Context: an optimization exercise on an open-source flow, tuned for small area. The choices shown serve that exercise and are no tape-out recipe.
The RTL was checked by simulation tests, not by an equivalence proof against the original design.
Power figures rest on the tool's default switching activity, not on a simulated workload.

==> flow/design.v <==
module fpu(
    input  logic [31:0] op_A_in,
    input  logic [31:0] op_B_in,
    input  logic clock100KHz,
    input  logic reset,
    output logic [31:0] data_out,
    output logic [3:0]  status_out
);
    function automatic logic [6:0] add6(input logic [5:0] a, input logic [5:0] b, input logic ci);
        logic [6:0] s;
        logic       c;
        c = ci;
        for (int n = 0; n < 6; n++) begin
            s[n] = a[n] ^ b[n] ^ c;
            c    = (a[n] & b[n]) | (c & (a[n] ^ b[n]));
        end
        s[6] = c;
        add6 = s;
    endfunction
    function automatic logic [4:0] inc26(input logic [4:0] a);
        inc26 = (a[4] & a[3] & a[0]) ? 5'd0 : a + 5'd1;
    endfunction
    logic        sA, sB;
    logic [5:0]  eA, eB;
    logic [31:0] mA, mB;
    assign sA = op_A_in[31];
    assign eA = op_A_in[30:25];
    assign mA = {6'd0, eA != 6'd0, op_A_in[24:0]};
    assign sB = op_B_in[31];
    assign eB = op_B_in[30:25];
    assign mB = {6'd0, eB != 6'd0, op_B_in[24:0]};
    logic [6:0] x;
    logic       bt, big;
    logic [5:0] y;
    assign x   = add6(eB, ~eA, 1'b0);
    assign bt  = x[6];
    assign y   = bt ? x[5:0] : ~x[5:0];
    assign big = y[5] | (y[4] & y[3] & (y[2] | y[1] | (y[0] & bt)));
    logic bl;
    always_ff @(posedge clock100KHz)
        bl <= bt;
    logic [5:0] eL;
    assign eL = bl ? eB : eA;
    logic sub;
    assign sub = sA ^ sB;
    logic [4:0] i;
    always_ff @(posedge clock100KHz or negedge reset)
        if (!reset) i <= 5'd0;
        else        i <= inc26(i);
    logic first, last;
    assign first = (i == 5'd0);
    assign last  = i[4] & i[3] & i[0];    
    logic [4:0] j;
    logic       jw, wrap;
    always_ff @(posedge clock100KHz) begin
        if ((bt && i == 5'd24) || (!bt && last)) j <= big ? 5'd0 : y[4:0];
        else                                     j <= inc26(j);
        jw <= ~last & (jw | (j[4] & j[3] & j[0]));
    end
    assign wrap = jw | big;
    logic [4:0] iA, iB;
    logic       bA, bB, lb, sb, sbit, stk;
    assign iA = bl ? j : i;
    assign iB = bl ? i : j;
    assign bA = mA[iA];
    assign bB = mB[iB];
    assign lb = bl ? bB : bA;
    assign sb = bl ? bA : bB;
    assign sbit = sb & ~wrap;
    assign stk  = sb & wrap;
    logic cy, cin, s, cyn, t26;
    assign cin = first ? 1'b0 : cy;
    assign s   = lb ^ sbit ^ cin;
    assign cyn = (cin & ((lb ^ sub) | sbit)) | ((lb ^ sub) & sbit);
    assign t26 = ~sub & cyn;
    always_ff @(posedge clock100KHz)
        cy <= cyn;
    logic seen, sn, tn;
    assign sn = first ? 1'b0 : seen;
    assign tn = s ^ sn;
    always_ff @(posedge clock100KHz)
        seen <= sn | s;
    logic [4:0] off;
    logic       nz, rs, st, ng, spc;
    assign nz = ~(off == 5'd26);
    assign rs = (off == 5'd31);
    logic t;
    assign t = ng ? tn : s;
    logic [5:0] v;
    logic [6:0] er7;
    logic       ovf, unf, kill;
    assign v    = spc ? {5'd0, off[0]} : ~{off[4] & rs, off};
    assign er7  = add6(eL, v, 1'b1);
    assign ovf  = nz & ((eL == 6'd63) | (rs & eL == 6'd62));
    assign unf  = nz & ~rs & ~spc & ~er7[6];
    assign kill = ovf | unf;
    logic [4:0] zp_acc, zp_nxt, zn_acc, zn_nxt, off_new;
    logic       st_acc, st_nxt, k0;
    assign zp_nxt  = s  ? 5'd0 : first ? 5'd1 : zp_acc + 5'd1;
    assign zn_nxt  = tn ? 5'd0 : first ? 5'd1 : zn_acc + 5'd1;
    assign off_new = t26 ? 5'd31 : (sub & cyn) ? zn_nxt : zp_nxt;
    assign st_nxt = (first ? 1'b0 : st_acc) | stk | (k0 & t);
    always_ff @(posedge clock100KHz) begin
        zp_acc <= zp_nxt;
        zn_acc <= zn_nxt;
        st_acc <= st_nxt;
    end
    always_ff @(posedge clock100KHz)
        if (last) begin
            ng <= sub & cyn;
            off <= off_new;
            st <= st_nxt;
        end
    logic [4:0] k, ko;
    logic [6:0] ks;
    assign k0 = (k == 5'd0);
    assign ko = (off[4] & off[3] & off[1]) ? 5'd25 : off;    
    assign ks = add6({1'b0, i}, {1'b0, ko}, 1'b0);
    assign k  = (ks[5] | (ks[4] & ks[3] & (ks[2] | ks[1]))) ? ks[4:0] + 5'd6 : ks[4:0];
    logic rc, ceff;
    assign ceff = first ? 1'b0 : rc;
    always_ff @(posedge clock100KHz)
        rc <= k0 ? t : (ceff & t);
    logic [3:0] klo;
    logic [6:0] khi;
    assign klo = 4'd1 << k[1:0];
    assign khi = 7'd1 << k[4:2];
    logic [24:1] f;
    logic        spc_now, pend;
    assign spc_now = ceff & ~t;
    always_ff @(posedge clock100KHz) begin
        for (int n = 1; n < 23; n++)
            if (klo[n % 4] & khi[n / 4]) f[n] <= (t ^ ceff) & ~kill;
        pend <= t ^ ceff;
        if (klo[0] & khi[6]) begin
            f[23] <= (pend | spc_now) & ~kill;
            f[24] <= t & ~ceff & ~kill;
            spc   <= spc_now;
        end
    end
    logic sr;
    assign sr = (ng ^ bl) ? sB : sA;
    assign data_out   = {sr & ~kill, (nz & ~kill) ? er7[5:0] : 6'd0, f, 1'b0};
    assign status_out = ovf ? 4'b0100 : unf ? 4'b1000 : st ? 4'b0010 : 4'b0001;
endmodule
==> flow/flow/run.sh <==
#!/bin/bash
# The standard layout (standard.sh, with its standard synthesis script)
# with these changes to how the layout is made:
#  - adders are left to ABC too, instead of being mapped to the platform's
#    full- and half-adder cells first (ADDER_MAP_FILE empty).
#  - the buffer placed on every input and output port is the smallest one,
#    sky130_fd_sc_hd__buf_1.
#  - the clock tree is built from sky130_fd_sc_hd__clkbuf_4 without dummy
#    loads (all registers still get their clock through the tree's buffers).
# make's full output goes to standard.log; ORFS keeps each step's log under
# orfs/logs/.
set -euo pipefail
rm -rf scripts
cp -r "$FLOW_HOME/scripts" scripts
cp flow/abc_area.script scripts/abc_area.script
export SCRIPTS_DIR="$PWD/scripts"
export ADDER_MAP_FILE=
export BUFFER_PORTS_ARGS="-buffer_cell sky130_fd_sc_hd__buf_1"
export CTS_ARGS="-sink_clustering_enable -repair_clock_nets -buf_list sky130_fd_sc_hd__clkbuf_4 -root_buf sky130_fd_sc_hd__clkbuf_4 -distance_between_buffers 25 -dont_use_dummy_load"
bash standard.sh > standard.log 2>&1
==> flow/flow/abc_area.script <==
strash; dc2; dch -f; amap -m; topo
==> flow/standard.sh <==
#!/bin/bash
# synth_recipe.tcl (not shown) runs the flow's synth.tcl, then flattens the netlist and writes it again
# the make line also repeats each setting of config.mk as NAME=value (left out here)
make -C /OpenROAD-flow-scripts/flow DESIGN_CONFIG=/design/flow/config.mk WORK_HOME=/design/flow/orfs CLKGATE_MAP_FILE= SYNTH_SCRIPT=/design/flow/synth_recipe.tcl "${@:-finish}"
==> flow/config.mk <==
export PLATFORM = sky130hd
export DESIGN_NAME = fpu
export DESIGN_NICKNAME = fpu
export VERILOG_FILES = /design/flow/design.v
export SDC_FILE = /design/flow/constraint.sdc
export NUM_CORES = 4
export LEC_CHECK = 0
export ABC_AREA = 1
export CAP_MARGIN = 20
export CORE_MARGIN = 2
export CORE_UTILIZATION = 60
export SLEW_MARGIN = 20
==> flow/constraint.sdc <==
create_clock -name core_clock -period 10.0 [get_ports {clock100KHz}]
set_input_delay 2.0000 -clock core_clock [delete_from_list [all_inputs] [get_ports {clock100KHz}]]
set_output_delay 2.0000 -clock core_clock [all_outputs]
set_load 0.01 [all_outputs]
==> results of run 1 <==
-- critical path, delay by kind of cell --
family	cells	cell delay, ps
AO/OA/AOI/OAI	7	1430
buffers and inverters	3	410
AND/OR/NAND/NOR	6	1490
-- flip-flops by register name, summed over array words and instances, names as in the netlist --
name	count
bl	1
jw	1
spc	1
f	24
rc	1
zn_acc	5
st	1
st_acc	1
zp_acc	5
i	5
seen	1
pend	1
off	5
j	5
ng	1
cy	1
-- cell usage in the layout (no fill, tap or decap) --
master and n:
buf_1 100, nor2_1 82, clkinv_1 45, o21ai_0 35, nand2_1 34, edfxtp_1 32
o22ai_1 28, a21oi_1 22, dfxtp_1 22, o221ai_1 20, clkbuf_4 15, nand3_1 12
nor3_1 10, nor4_1 10, a22oi_1 7, a211oi_1 6, o22a_1 6, or2_0 5
and2_0 5, dfrtp_1 5, and3_1 4, a31oi_1 4, o21a_1 4, a211o_1 2
nor2b_1 2, a32oi_1 2, o31ai_1 2, a2111oi_0 2, a21o_1 1, a311oi_1 1
o32ai_1 1, nand4b_1 1, nor4b_1 1, nand4_1 1, o211ai_1 1, nor2_2 1
mux2i_1 1, o21bai_1 1, conb_1 1, buf_4 1
-- per-stage QoR --
stage	instances	total power [mW]	setup WS, ps	instance area (µm²)	hold slack [ps]
after floorplan	421	0.543	3520	3410	429
after global placement	592	0.609	2580	3870	444
after detailed placement	592	0.617	2250	3870	447
after CTS	607	0.767	2760	3980	468
after global routing	607	0.826	2180	3980	487
final	607	0.768	2670	3980	466
-- power by group --
| part | leakage, nW | switching, mW | internal [mW] |
|---|---|---|---|
| Sequential | 0.523 | 0.0228 | 0.313 |
| Combinational | 0.720 | 0.183 | 0.101 |
| Clock | 0.0690 | 0.0801 | 0.0692 |
-- path summary, 6_finish.rpt --
| check | start | to | slack (ps) |
|---|---|---|---|
| worst max-delay path | op_B_in[26] | data_out[29] | 2670 |
| worst min-delay path | st_acc | st_acc | 470 |
| worst max register to register | bl | f[14] | 2850 |
| worst min register to register | st_acc | st_acc | 470 |
| max in group asynchronous | reset | i[3] | 8470 |
| min in group asynchronous | reset | i[2] | 1300 |
-- cells by family after synthesis --
kind of cell | Yosys count | synth area share (%)
and+or+nand+nor | 168 | 21.6
AOI/OAI and AO/OA | 145 | 27.8
DFF | 59 | 44.8
buffers and inverters | 47 | 5.40
muxes | 1 | 0.294
other | 1 | 0.110
-- layout make-up --
cell class	instances	area, µm²
fillers	464	1530
repair buffers	101	383
flip-flops and latches	59	1530
multi-input cells	315	1700
inverters	45	169
well taps	72	90.1
clock buffers	15	113
-- routing by layer --
metal	wire length, µm	part of all wire, %
met1	3870	45
met3	647	7.5
met4	166	1.9
met5	0	0
met2	3970	46
==> results.yml, run 1 <==
min_path:
  min_path_cells: 1
  hold_path.class: "flop to flop"
flow_run:
  drv_cap: 0
cells_and_area:
  layout-drive-gt1-share_pct: 3.18
  antennaDiodeCount: 0
  fin_nets: 603
  syn2layout_area_growth_pct: 16.8
  final_util_pct: 72.3
logic_synthesis:
  synth-warning-count: 1
  synthDistinctLibCells: 37
  syn-instance-count: 421
  netlist_area_mm2: 0.00341
  avgSynthCellArea_um2: 8.10
  async_reset_ff_share_pct: 8.47
  ys_seq_area_share_pct: 44.8
  synth_common_cells: "83 x nor2_1, 45 x clkinv_1, 35 x o21ai_0, 34 x nand2_1, 32 x edfxtp_1"
  synth.most_common_cell: "nor2_1"
  netlist.area_leader.share_pct: 28.2
  synth.net_count: 487
  netlist_top_cells_area: "edfxtp_1 28%, dfxtp_1 13%, nor2_1 9.1%"
  yosys.area.top_type: "edfxtp_1"
  ys.flop_type: "edfxtp_1"
  synth-edff-count: 32
  ys_ff_latch: 59
global_routing:
  use_met3_pct: 5.66
  grt_pass1_vias: 3157
  grt_util_all_layers_pct: 29.0
  antenna_found_initial: 0
  busiest_layer: "met2"
  grt_pass1_wl_mm: 14.3
  overflow: 0
  grt.met1_usage_pct: 38.3
  grt_max_degree: 23
  use_met2_pct: 46.9
clock_network:
  postCtsHoldBufs: 0
  post_cts_buffers: 0
  clock_sinks: 59
  cts_buffer_depth: 4
  clock-root-buffer: "clkbuf_4"
  clkTransAtPathRegs_ps: 80
  cts_buffers: 15
  ctsResizeCount: 0
  clk_latency_ps: 580
  cts_tree: "done"
  htreeDepth: 3
sta:
  tns_ps: 0
  max_freq_mhz: 136
  min_period_ps: 7330
  fin_skew_ps: 43.8
  rsz0062_at_grt: "no"
  setup_violations: 0
  finalHoldViolCount: 0
  tightest_slew_ps: 1070
  drv_slew: 0
  relSlewSlack_pct: 28.8
  finalCritPeriodShare_pct: 73.3
route:
  firstDrtPassIters: 5
  post_drt_wl_per_cell_um: 14.3
  drt-initial-drc-count: 323
  ant_nets: 0
  vias_per_cell: 5.82
  num_vias: 3535
  finalWirelength_mm: 8.65
  route.detailed.drc: 0
die:
  io_pins: 102
  fp-row-count: 27
  core_area_mm2: 0.00551
  fp.dieH_um: 79.4
  dieWidth_um: 79.4
  initial_core_util_pct: 61.9
  die-area_mm2: 0.00630
placed_design:
  post-dp-hpwl_mm: 6.62
  io_buffers: 100
  routabilityCongestion: 0.878
outcome:
  status: "no timing/DRC/antenna violations"
worst_setup_path:
  ff2ff_path_depth: 18
  cp-end-kind: "output port"
  startpoint_type: "input port"
  worstSetupPathType: "input port to output port"
  cp.arrival_ps: 5330
  cp_max_fo: 7
  critPathSlowestCell: "or2_0"
  crit_chain: "buf_1 -> clkinv_1 -> o22ai_1 -> o21ai_0 -> nor2_1 -> a21oi_1 -> nor2_1 -> a21oi_1 -> nor2_1 -> a21oi_1 -> o21ai_0 -> nor3_1 -> or2_0 -> or2_0 -> a211oi_1 -> buf_1"
  crit_required_ps: 8000
  slowest_delay_ps: 440
power:
  p_per_area_mw_per_mm2: 193
  leakage_nw: 1.31
  vdd_drop_max_mv: 0.234
==> inputs of run 2 (changes only) <==
--- a/flow/flow/run.sh
+++ b/flow/flow/run.sh
@@ -18,3 +18,3 @@
 export BUFFER_PORTS_ARGS="-buffer_cell sky130_fd_sc_hd__buf_1"
-export CTS_ARGS="-sink_clustering_enable -repair_clock_nets -buf_list sky130_fd_sc_hd__clkbuf_4 -root_buf sky130_fd_sc_hd__clkbuf_4 -distance_between_buffers 25 -dont_use_dummy_load"
+export CTS_ARGS="-sink_clustering_enable -repair_clock_nets -buf_list sky130_fd_sc_hd__clkbuf_4 -root_buf sky130_fd_sc_hd__clkbuf_4 -sink_clustering_levels 1 -sink_clustering_size 6 -dont_use_dummy_load"
 bash standard.sh > standard.log 2>&1
==> run 2 against run 1 <==
Compared with the run above: wire length decreased by 1.1%; sequential power about the same; critical path depth did not move; maximum frequency up 0.12%; flip-flop and latch count unchanged; register-to-register slack gained 60 ps; clock-buffer cell count decreased by 6; largest cell class unchanged; largest power group unchanged.
==> results.yml, run 2 <==
die:
  die-area_mm2: 0.00630
  initial_core_util_pct: 61.9
  dieWidth_um: 79.4
  io_pins: 102
  core_area_mm2: 0.00551
  fp.dieH_um: 79.4
  fp-row-count: 27
cells_and_area:
  antennaDiodeCount: 0
  layout-drive-gt1-share_pct: 2.08
  fin_nets: 597
  fillers: 465
  largest_register_ffs: 24
  final_cell_mix: "100 x buf_1, 82 x nor2_1, 45 x clkinv_1"
  multi_input_area_mm2: 0.00170
  regArea_mm2: 0.00153
  final_common_cell: "buf_1"
  syn2layout_area_growth_pct: 15.5
  top_register: "f"
  final_cells: 601
clock_network:
  clkTransAtPathRegs_ps: 80
  postCtsHoldBufs: 0
  cts_buffers: 9
  clock-root-buffer: "clkbuf_4"
  clock_sinks: 59
  cts_buffer_depth: 2
  htreeDepth: 3
  post_cts_buffers: 0
  cts_tree: "done"
  ctsResizeCount: 0
  clk_latency_ps: 410
sta:
  fin_skew_ps: 43.6
  min_period_ps: 7320
  holdWs_ps: 466
  tightest_slew_ps: 1060
  finalCritPeriodShare_pct: 73.2
  drv_slew: 0
  post-route-worst-setup-slack_ps: 2680
  tns_ps: 0
  setup_violations: 0
  max_freq_mhz: 137
  relSlewSlack_pct: 29.6
  rsz0062_at_grt: "no"
  finalHoldViolCount: 0
worst_setup_path:
  cp.arrival_ps: 5320
  ff2ff_path_depth: 18
  cp-end-kind: "output port"
  worstSetupPathType: "input port to output port"
  r2r_start: "bl"
  reg2reg_slack_ps: 2910
  cp_max_fo: 7
  crit_required_ps: 8000
  startpoint_type: "input port"
  r2r-end: "f[14]"
logic_synthesis:
  netlist_area_mm2: 0.00341
  ys_seq_area_share_pct: 44.8
  synth.net_count: 487
  netlist.area_leader.share_pct: 28.2
  ys_ff_latch: 59
  async_reset_ff_share_pct: 8.47
  netlist_top_cells_area: "edfxtp_1 28%, dfxtp_1 13%, nor2_1 9.1%"
  avgSynthCellArea_um2: 8.10
  synth-edff-count: 32
  synth-warning-count: 1
  yosys.area.top_type: "edfxtp_1"
  syn-instance-count: 421
  synth_common_cells: "83 x nor2_1, 45 x clkinv_1, 35 x o21ai_0, 34 x nand2_1, 32 x edfxtp_1"
  ys.flop_type: "edfxtp_1"
  synthDistinctLibCells: 37
  synth.most_common_cell: "nor2_1"
power:
  power_frac_seq_pct: 45.8
  total_power_mw: 0.732
  p_per_area_mw_per_mm2: 186
  combPwrFrac_pct: 38.7
  switching_share_pct: 37.8
  leakage_nw: 1.28
  p_sw_mw: 0.277
  vdd_drop_max_mv: 0.234
  p_int_mw: 0.456
  p_clk_share_pct: 15.6
min_path:
  hp-start: "st_acc"
  min_to: "st_acc"
  min_path_cells: 1
  hold_path.class: "flop to flop"
route:
  post_drt_wl_per_cell_um: 14.2
  drt-initial-drc-count: 301
  firstDrtPassIters: 5
  num_vias: 3488
  ant_nets: 0
  finalWirelength_mm: 8.56
  vias_per_cell: 5.80
  route.detailed.drc: 0
placed_design:
  preCtsSetupSlack_ps: 2250
  post-dp-hpwl_mm: 6.62
  io_buffers: 100
  routabilityCongestion: 0.878
  placed_cells: 592
global_routing:
  overflow: 0
  antenna_found_initial: 0
  grt_max_degree: 23
  grt_util_all_layers_pct: 28.4
  grt_pass1_wl_mm: 14.1
  grt_pass1_vias: 3092
flow_run:
  drv_cap: 0
outcome:
  status: "no timing/DRC/antenna violations"
## run 2: metal layers
metal,routed length (µm),share of wire [%],vias up,global-route usage [%]
li1,-,-,1796,-
met1,3870,45,1524,38.3
met2,3930,46,154,46.9
met3,642,7.5,14,5.54
met4,109,1.3,0,8.28
met5,0,0,-,0
## run 2: power groups by stage
stage               logic (mW)  registers, mW  clock network (mW)
global route             0.320          0.340               0.125
CTS                      0.279          0.335               0.114
detailed placement       0.277          0.340                   0
finish                   0.283          0.335               0.114
floorplan                0.209          0.335                   0
global placement         0.270          0.339                   0
## run 2: logic make-up after synthesis
| group | share of synthesized area (%) |
|---|---|
| AND/OR/NAND/NOR | 21.6 |
| AO/OA/AOI/OAI | 27.8 |
| flip-flops | 44.8 |
| buffers and inverters | 5.40 |
| multiplexers | 0.294 |
| other | 0.110 |
## run 2: how the worst max path moves through the flow
| stage | endpoint | start | slack, ps |
|---|---|---|---|
| CTS | f[14] | op_A_in[26] | 2580 |
| detailed placement | f[14] | op_A_in[26] | 2250 |
| global placement | f[13] | op_A_in[26] | 2580 |
| finish | data_out[29] | op_B_in[26] | 2680 |
| global route | f[14] | op_A_in[26] | 1990 |
| floorplan | f[10] | op_B_in[26] | 3520 |
## run 2: area by class of cell
class / instances / share of cell area, %
multi-input combinational: 315 / 43.2
clock buffer: 9 / 1.72
tap: 72 / 2.29
timing repair buffer: 101 / 9.73
inverter: 45 / 4.29
sequential: 59 / 38.8
## run 2: worst max-delay path, cell delays in order
cell and delay, ps:
buf_1 100, clkinv_1 120, o22ai_1 360, o21ai_0 190
nor2_1 170, a21oi_1 80, nor2_1 160, a21oi_1 80
nor2_1 190, a21oi_1 90, o21ai_0 300, nor3_1 120
or2_0 440, or2_0 410, a211oi_1 310, buf_1 180
## run 2: stage by stage
| step | util (%) | instance area [µm²] |
|---|---|---|
| final | 71.5 | 3940 |
| after global routing | 71.5 | 3940 |
| after CTS | 71.4 | 3930 |
| after detailed placement | 70.2 | 3870 |
| after global placement | 70.2 | 3870 |
| after floorplan | - | 3410 |
==> inputs of run 3 (changes only) <==
--- a/flow/flow/run.sh
+++ b/flow/flow/run.sh
@@ -18,3 +18,3 @@
 export BUFFER_PORTS_ARGS="-buffer_cell sky130_fd_sc_hd__buf_1"
-export CTS_ARGS="-sink_clustering_enable -repair_clock_nets -buf_list sky130_fd_sc_hd__clkbuf_4 -root_buf sky130_fd_sc_hd__clkbuf_4 -sink_clustering_levels 1 -sink_clustering_size 6 -dont_use_dummy_load"
+export CTS_ARGS="-repair_clock_nets -buf_list sky130_fd_sc_hd__clkbuf_4 -root_buf sky130_fd_sc_hd__clkbuf_4 -dont_use_dummy_load"
 bash standard.sh > standard.log 2>&1
==> run 3 against run 2 <==
Compared with the run above: cell count unchanged; area after synthesis unchanged; worst hold slack unchanged; critical endpoint unchanged; highest routed layer unchanged.
==> results.yml, run 3 <==
cells_and_area:
  top_register: "f"
  final_common_cell: "buf_1"
  final_cell_mix: "100 x buf_1, 82 x nor2_1, 45 x clkinv_1"
  layout-drive-gt1-share_pct: 2.08
  antennaDiodeCount: 0
  syn2layout_area_growth_pct: 15.5
  fin_nets: 597
  final_util_pct: 71.5
  largest_register_ffs: 24
logic_synthesis:
  async_reset_ff_share_pct: 8.47
  synth-edff-count: 32
  synth.most_common_cell: "nor2_1"
  yosys.area.top_type: "edfxtp_1"
  syn-instance-count: 421
  synth-warning-count: 1
  netlist_area_mm2: 0.00341
  ys_seq_area_share_pct: 44.8
  synth_common_cells: "83 x nor2_1, 45 x clkinv_1, 35 x o21ai_0, 34 x nand2_1, 32 x edfxtp_1"
  ys_ff_latch: 59
  netlist.area_leader.share_pct: 28.2
  synthDistinctLibCells: 37
  ys.flop_type: "edfxtp_1"
  avgSynthCellArea_um2: 8.10
  netlist_top_cells_area: "edfxtp_1 28%, dfxtp_1 13%, nor2_1 9.1%"
  synth.net_count: 487
worst_setup_path:
  crit_chain: "buf_1 -> clkinv_1 -> o22ai_1 -> o21ai_0 -> nor2_1 -> a21oi_1 -> nor2_1 -> a21oi_1 -> nor2_1 -> a21oi_1 -> o21ai_0 -> nor3_1 -> or2_0 -> or2_0 -> a211oi_1 -> buf_1"
  cp_top_family: "simple AND/OR/NAND/NOR gates"
  cp.arrival_ps: 5320
  critPathBufInv: 3
  cp_max_fo: 7
  startpoint_type: "input port"
  critPathSlowestCell: "or2_0"
  cp.depth: 16
  ff2ff_path_depth: 18
  slowest_delay_ps: 440
  cp-end-kind: "output port"
  crit_required_ps: 8000
  worstSetupPathType: "input port to output port"
clock_network:
  cts_buffers: 9
  clk_latency_ps: 410
  post_cts_buffers: 0
  clock-root-buffer: "clkbuf_4"
  ctsResizeCount: 0
  clock_sinks: 59
  htreeDepth: 3
  clkTransAtPathRegs_ps: 80
  cts_buffer_depth: 2
  cts_tree: "done"
  postCtsHoldBufs: 0
die:
  fp.dieH_um: 79.4
  die-area_mm2: 0.00630
  dieWidth_um: 79.4
  io_pins: 102
  core_area_mm2: 0.00551
  fp-row-count: 27
  initial_core_util_pct: 61.9
sta:
  finalHoldViolCount: 0
  setup_violations: 0
  tns_ps: 0
  rsz0062_at_grt: "no"
  finalCritPeriodShare_pct: 73.2
  min_period_ps: 7320
  tightest_slew_ps: 1060
  max_freq_mhz: 137
  holdWs_ps: 466
  drv_slew: 0
  post-route-worst-setup-slack_ps: 2680
  relSlewSlack_pct: 29.6
  fin_skew_ps: 43.6
route:
  drt-initial-drc-count: 301
  num_vias: 3488
  post_drt_wl_per_cell_um: 14.2
  finalWirelength_mm: 8.56
  vias_per_cell: 5.80
  firstDrtPassIters: 5
  ant_nets: 0
  top_layer_used: "met4"
  met2_length_mm: 3.93
  route.met3.wl_um: 642
  route.detailed.drc: 0
  m1WireLength_mm: 3.87
power:
  leakage_nw: 1.28
  p_per_area_mw_per_mm2: 186
  vdd_drop_max_mv: 0.234
min_path:
  min_path_cells: 1
  hold_path.class: "flop to flop"
global_routing:
  grt_util_all_layers_pct: 28.4
  grt_max_degree: 23
  grt_pass1_vias: 3092
  antenna_found_initial: 0
  overflow: 0
  grt_pass1_wl_mm: 14.1
placed_design:
  io_buffers: 100
  preCtsSetupSlack_ps: 2250
  routabilityCongestion: 0.878
  post-dp-hpwl_mm: 6.62
flow_run:
  drv_cap: 0
outcome:
  status: "no timing/DRC/antenna violations"
==> run 3: cell counts after synthesis <==
No cell type changed its count.
==> run 3: cells by family after synthesis <==
group | count (synthesis) | share of synthesized area (%)
AO/OA/AOI/OAI | 145 | 27.8
other | 1 | 0.110
multiplexers | 1 | 0.294
AND/OR/NAND/NOR | 168 | 21.6
flip-flops | 59 | 44.8
buffers and inverters | 47 | 5.40
==> run 3: stage by stage <==
stage	instances	area, µm²	power (mW)
floorplan	421	3410	0.543
global placement	592	3870	0.609
detailed placement	592	3870	0.617
CTS	601	3930	0.728
global route	601	3940	0.785
finish	601	3940	0.732
==> run 3: final timing paths <==
path / endpoint / from / slack [ps]
setup reg to reg: f[14] / bl / 2910
setup / recovery: data_out[29] / op_B_in[26] / 2680
hold / removal: st_acc / st_acc / 470
max in group asynchronous: i[4] / reset / 8290
min in group asynchronous: i[2] / reset / 1480
hold reg to reg: st_acc / st_acc / 470
==> run 3: layout make-up <==
type / count / area, µm²
sequential: 59 / 1530
tap: 72 / 90.1
multi-input combinational: 315 / 1700
fill: 465 / 1570
clock buffer: 9 / 67.6
timing repair buffer: 101 / 383
inverter: 45 / 169
==> run 3: worst reg2reg max path, cell delays in order, from the launching register on <==
cell,delay (ps)
dfxtp_1,740
clkinv_1,670
o22ai_1,960
clkinv_1,590
o22ai_1,310
o22ai_1,90
o21ai_0,170
a31oi_1,80
o31ai_1,510
o22ai_1,240
nor2_1,140
a21oi_1,70
o21ai_0,630
clkinv_1,200
o21a_1,290
o22ai_1,260
and3_1,260
nor2_1,80
nor2_2,510
==> run 3: metal layers <==
metal,up-vias,GRT usage [%]
met5,-,0
met4,0,8.28
met3,14,5.54
met2,154,46.9
met1,1524,38.3
li1,1796,-
==> run 3: power by group <==
part | internal, mW | switching (mW)
logic | 0.101 | 0.182
clock network | 0.0418 | 0.0723
registers | 0.313 | 0.0225

[re-timing with driven ports]
Ports are ideal in the flow. The routed layouts listed here were re-timed in OpenROAD.
Step 1, drivers: a clkbuf_16 drives clock100KHz and a buf_2 each remaining input, both assumed.
Step 2 also shifts input and output timing later by t, the mid clock arrival at the registers, as if the neighbouring blocks saw the same clock.
a / b / c = no drivers / after step 1 / after step 2; a / b = the first two.
run	t (ns)	setup WS [ns]	latest minus earliest clock arrival (ns)
run 1	0.586	2.671 / 2.636 / 2.368	0.044 / 0.044
run 2	0.410	2.679 / 2.646 / 2.374	0.044 / 0.043
run 3	0.410	2.679 / 2.646 / 2.374	0.044 / 0.043
After both steps setup and hold are still met in every run listed.
